This is an optimization exercise on Yosys and OpenROAD, whose aim is small area, not a production implementation. Where RTL was checked, it was by simulation tests only, not by an equivalence proof against the original. No activity file was given, so power comes from the tool's default toggle rates.

## build 80
==> module sliding_window, before the edit <==
module sliding_window #(
    parameter DATA_WIDTH = 16,
    parameter IMG_WIDTH  = 64,
    parameter RING       = 8
)(
    input  wire                  clk,
    input  wire                  rst_n,
    input  wire [DATA_WIDTH-1:0] pixel_in,
    input  wire                  valid_in,
    output wire                  shift,
    output wire                  rotate,
    output reg  [DATA_WIDTH-1:0] ring_in,
    output reg                   valid_out
);
    localparam DLY   = RING - 1;
    localparam FIRST = 2*IMG_WIDTH + 2;       
    localparam RW    = $clog2(RING);
    reg [DATA_WIDTH-1:0] dly [0:DLY-1];
    reg [DLY-1:0]        pend;
    reg [RW-1:0]         rot;
    reg [RW-1:0]         rot_b;                
    reg [7:0]            cnt;                  
    wire                 full = (cnt == FIRST);
    reg          any_pend;
    reg [DLY-1:0] take;                        
    integer j;
    always @(*) begin
        any_pend = 1'b0;
        take     = {DLY{1'b0}};
        ring_in  = pixel_in;
        for (j = 0; j < DLY; j = j + 1)
            if (pend[j]) begin
                any_pend = 1'b1;
                take     = {DLY{1'b0}};
                take[j]  = 1'b1;
                ring_in  = dly[j];
            end
    end
    wire   avail  = any_pend || valid_in;
    assign shift  = (rot == 0) && avail;
    assign rotate = (rot_b != 0) || !avail;   
    wire   take_in = shift && !any_pend;       
    always @(posedge clk) begin
        dly[0] <= pixel_in;
        for (j = 1; j < DLY; j = j + 1)
            dly[j] <= dly[j-1];
    end
    always @(posedge clk or negedge rst_n) begin
        if (!rst_n) begin
            pend      <= 0;
            rot       <= 0;
            rot_b     <= 0;
            cnt       <= 0;
            valid_out <= 0;
        end else begin
            pend[0] <= valid_in && !take_in;
            for (j = 1; j < DLY; j = j + 1)
                pend[j] <= pend[j-1] && !(shift && take[j-1]);
            if (!shift)
                rot <= (rot == RING-1) ? {RW{1'b0}} : rot + 1'b1;
            if (rotate)
                rot_b <= (rot_b == RING-1) ? {RW{1'b0}} : rot_b + 1'b1;
            if (shift && !full)
                cnt <= cnt + 1'b1;
            valid_out <= shift && full;
        end
    end
endmodule
==> module conv_window, before the edit <==
module conv_window #(
    parameter DATA_WIDTH = 16,
    parameter IMG_WIDTH  = 64
)(
    input  wire                  clk,
    input  wire                  rst_n,
    input  wire [DATA_WIDTH-1:0] pixel_in,
    input  wire                  valid_in,
    output wire [DATA_WIDTH-1:0] w00, w01, w02,
    output wire [DATA_WIDTH-1:0] w10, w11, w12,
    output wire [DATA_WIDTH-1:0] w20, w21, w22,
    output wire                  valid_out
);
    localparam RING = 7;
    wire                  shift, rotate;
    wire [DATA_WIDTH-1:0] ring_in;
    sliding_window #(
        .DATA_WIDTH(DATA_WIDTH),
        .IMG_WIDTH (IMG_WIDTH),
        .RING      (RING)
    ) u_sw (
        .clk      (clk),
        .rst_n    (rst_n),
        .pixel_in (pixel_in),
        .valid_in (valid_in),
        .shift    (shift),
        .rotate   (rotate),
        .ring_in  (ring_in),
        .valid_out(valid_out)
    );
    line_buffer #(
        .DATA_WIDTH(DATA_WIDTH),
        .IMG_WIDTH (IMG_WIDTH),
        .RING      (RING)
    ) u_lb (
        .clk      (clk),
        .shift    (shift),
        .rotate   (rotate),
        .ring_in  (ring_in),
        .w00(w00), .w01(w01), .w02(w02),
        .w10(w10), .w11(w11), .w12(w12),
        .w20(w20), .w21(w21), .w22(w22)
    );
endmodule
export LEC_CHECK = 0
export CAP_MARGIN = 30
export CORE_MARGIN = 2
export CORE_UTILIZATION = 70
export SLEW_MARGIN = 30
create_clock -name core_clock -period 7.0 [get_ports {clk}]
standard.sh (not shown) runs the stock make flow with config.mk's settings and CLKGATE_MAP_FILE= SYNTH_SCRIPT=/design/flow/synth_recipe.tcl, a recipe that flattens the netlist after the stock synthesis.
==> flow/flow/run.sh <==
#!/bin/bash
# Standard layout, with two changes: port buffers use the smallest buffer,
# and clock tree synthesis gets explicit clustering and no dummy loads.
set -euo pipefail
export BUFFER_PORTS_ARGS="-buffer_cell sky130_fd_sc_hd__buf_1"
export CTS_ARGS="-sink_clustering_enable -repair_clock_nets -sink_clustering_size 12 -sink_clustering_max_diameter 35 -buf_list sky130_fd_sc_hd__clkbuf_4 -dont_use_dummy_load"

bash standard.sh finish > standard.log 2>&1
Build 80 did not stop at any stage, and its layout met the timing, DRC and antenna checks.
diff inputs: build 80 => build 41
diff --git a/flow/design.v b/flow/design.v
--- a/flow/design.v
+++ b/flow/design.v
@@ -91,18 +91,12 @@
     reg [7:0]            cnt;                  
     wire                 full = (cnt == FIRST);
-    reg          any_pend;
-    reg [DLY-1:0] take;                        
+    reg  [DLY-1:0] sel;
+    reg            none;
+    wire           any_pend = !none;
     integer j;
     always @(*) begin
-        any_pend = 1'b0;
-        take     = {DLY{1'b0}};
-        ring_in  = pixel_in;
+        ring_in = {DATA_WIDTH{none}} & pixel_in;
         for (j = 0; j < DLY; j = j + 1)
-            if (pend[j]) begin
-                any_pend = 1'b1;
-                take     = {DLY{1'b0}};
-                take[j]  = 1'b1;
-                ring_in  = dly[j];
-            end
+            ring_in = ring_in | ({DATA_WIDTH{sel[j]}} & dly[j]);
     end
     wire   avail  = any_pend || valid_in;
@@ -110,4 +104,16 @@
     assign rotate = (rot_b != 0) || !avail;   
     wire   take_in = shift && !any_pend;       
+    reg [DLY-1:0] pend_nx, sel_nx;
+    always @(*) begin
+        pend_nx[0] = valid_in && !take_in;
+        for (j = 1; j < DLY; j = j + 1)
+            pend_nx[j] = pend[j-1] && !(shift && sel[j-1]);
+        sel_nx = {DLY{1'b0}};
+        for (j = 0; j < DLY; j = j + 1)
+            if (pend_nx[j]) begin
+                sel_nx    = {DLY{1'b0}};
+                sel_nx[j] = 1'b1;
+            end
+    end
     always @(posedge clk) begin
         dly[0] <= pixel_in;
@@ -118,4 +124,6 @@
         if (!rst_n) begin
             pend      <= 0;
+            sel       <= 0;
+            none      <= 1'b1;
             rot       <= 0;
             rot_b     <= 0;
@@ -123,7 +131,7 @@
             valid_out <= 0;
         end else begin
-            pend[0] <= valid_in && !take_in;
-            for (j = 1; j < DLY; j = j + 1)
-                pend[j] <= pend[j-1] && !(shift && take[j-1]);
+            pend <= pend_nx;
+            sel  <= sel_nx;
+            none <= !(|pend_nx);
             if (!shift)
                 rot <= (rot == RING-1) ? {RW{1'b0}} : rot + 1'b1;
@@ -150,5 +158,5 @@
     output wire                  valid_out
 );
-    localparam RING = 7;
+    localparam RING = 6;
     wire                  shift, rotate;
     wire [DATA_WIDTH-1:0] ring_in;
==> comparison <==
Build 80 and build 41 ended up with nearly the same synthesized area per cell. Re number of non-clock buffers: build 41 is about 0.6% up on build 80. Build 41 vs. build 80: synthesized cell count went down by about 1.4%. Any difference in part of the power in combinational logic between build 80 and build 41 is small enough to ignore. Compared to build 80, build 41 reaches a higher achievable clock. In the reports for build 80 and build 41, the smaller area growth from synthesis to layout belongs to build 80. Comparing sequential-to-total area share from yosys stat for build 80 and build 41, the smaller number came from build 80. NOTE: multiplexer fraction of the synthesized cell area in build 41 falls short of that of build 80. For build 80, the start point of the critical path was u_sw.pend[5], unlike build 41, where it was u_sw.none. Against build 80, footprint of the flip-flops and latches in build 41 fell slightly. Floorplan row count (higher): build 80.
For build 80, only the layout was checked, not whether the RTL still works.

-- afterwards: timing with drivers on the ports --
The results above use ideal ports. As a check the final layouts listed here were re-extracted and re-timed, cells and wires unchanged.
Step 1: set_driving_cell puts a clkbuf_16 on clk and a buf_2 on each other input, an assumption about the parent block.
Step 2, shift: input delay + t, output delay - t, t = (earliest + latest rising clock arrival at the registers) / 2. This alone moves slack from input paths to output paths.
Slacks: no drivers / after step 1 / after step 2; pairs: no drivers / after step 1.
run	shift t [ns]	setup WS [ns]	hold WS [ns]	clock arrival spread, ns	worst register clock-pin slew, ns
build 80	1.078	3.697 / 3.697 / 3.441	0.269 / 0.266 / 0.269	0.086 / 0.086	0.12 / 0.12
build 41	1.075	3.786 / 3.786 / 3.163	0.249 / 0.249 / 0.249	0.092 / 0.092	0.12 / 0.12
After both steps every run listed still meets setup and hold. The setup slack of build 41, which loses most, moves by 0.000 ns with the drivers and by -0.623 ns with both steps.
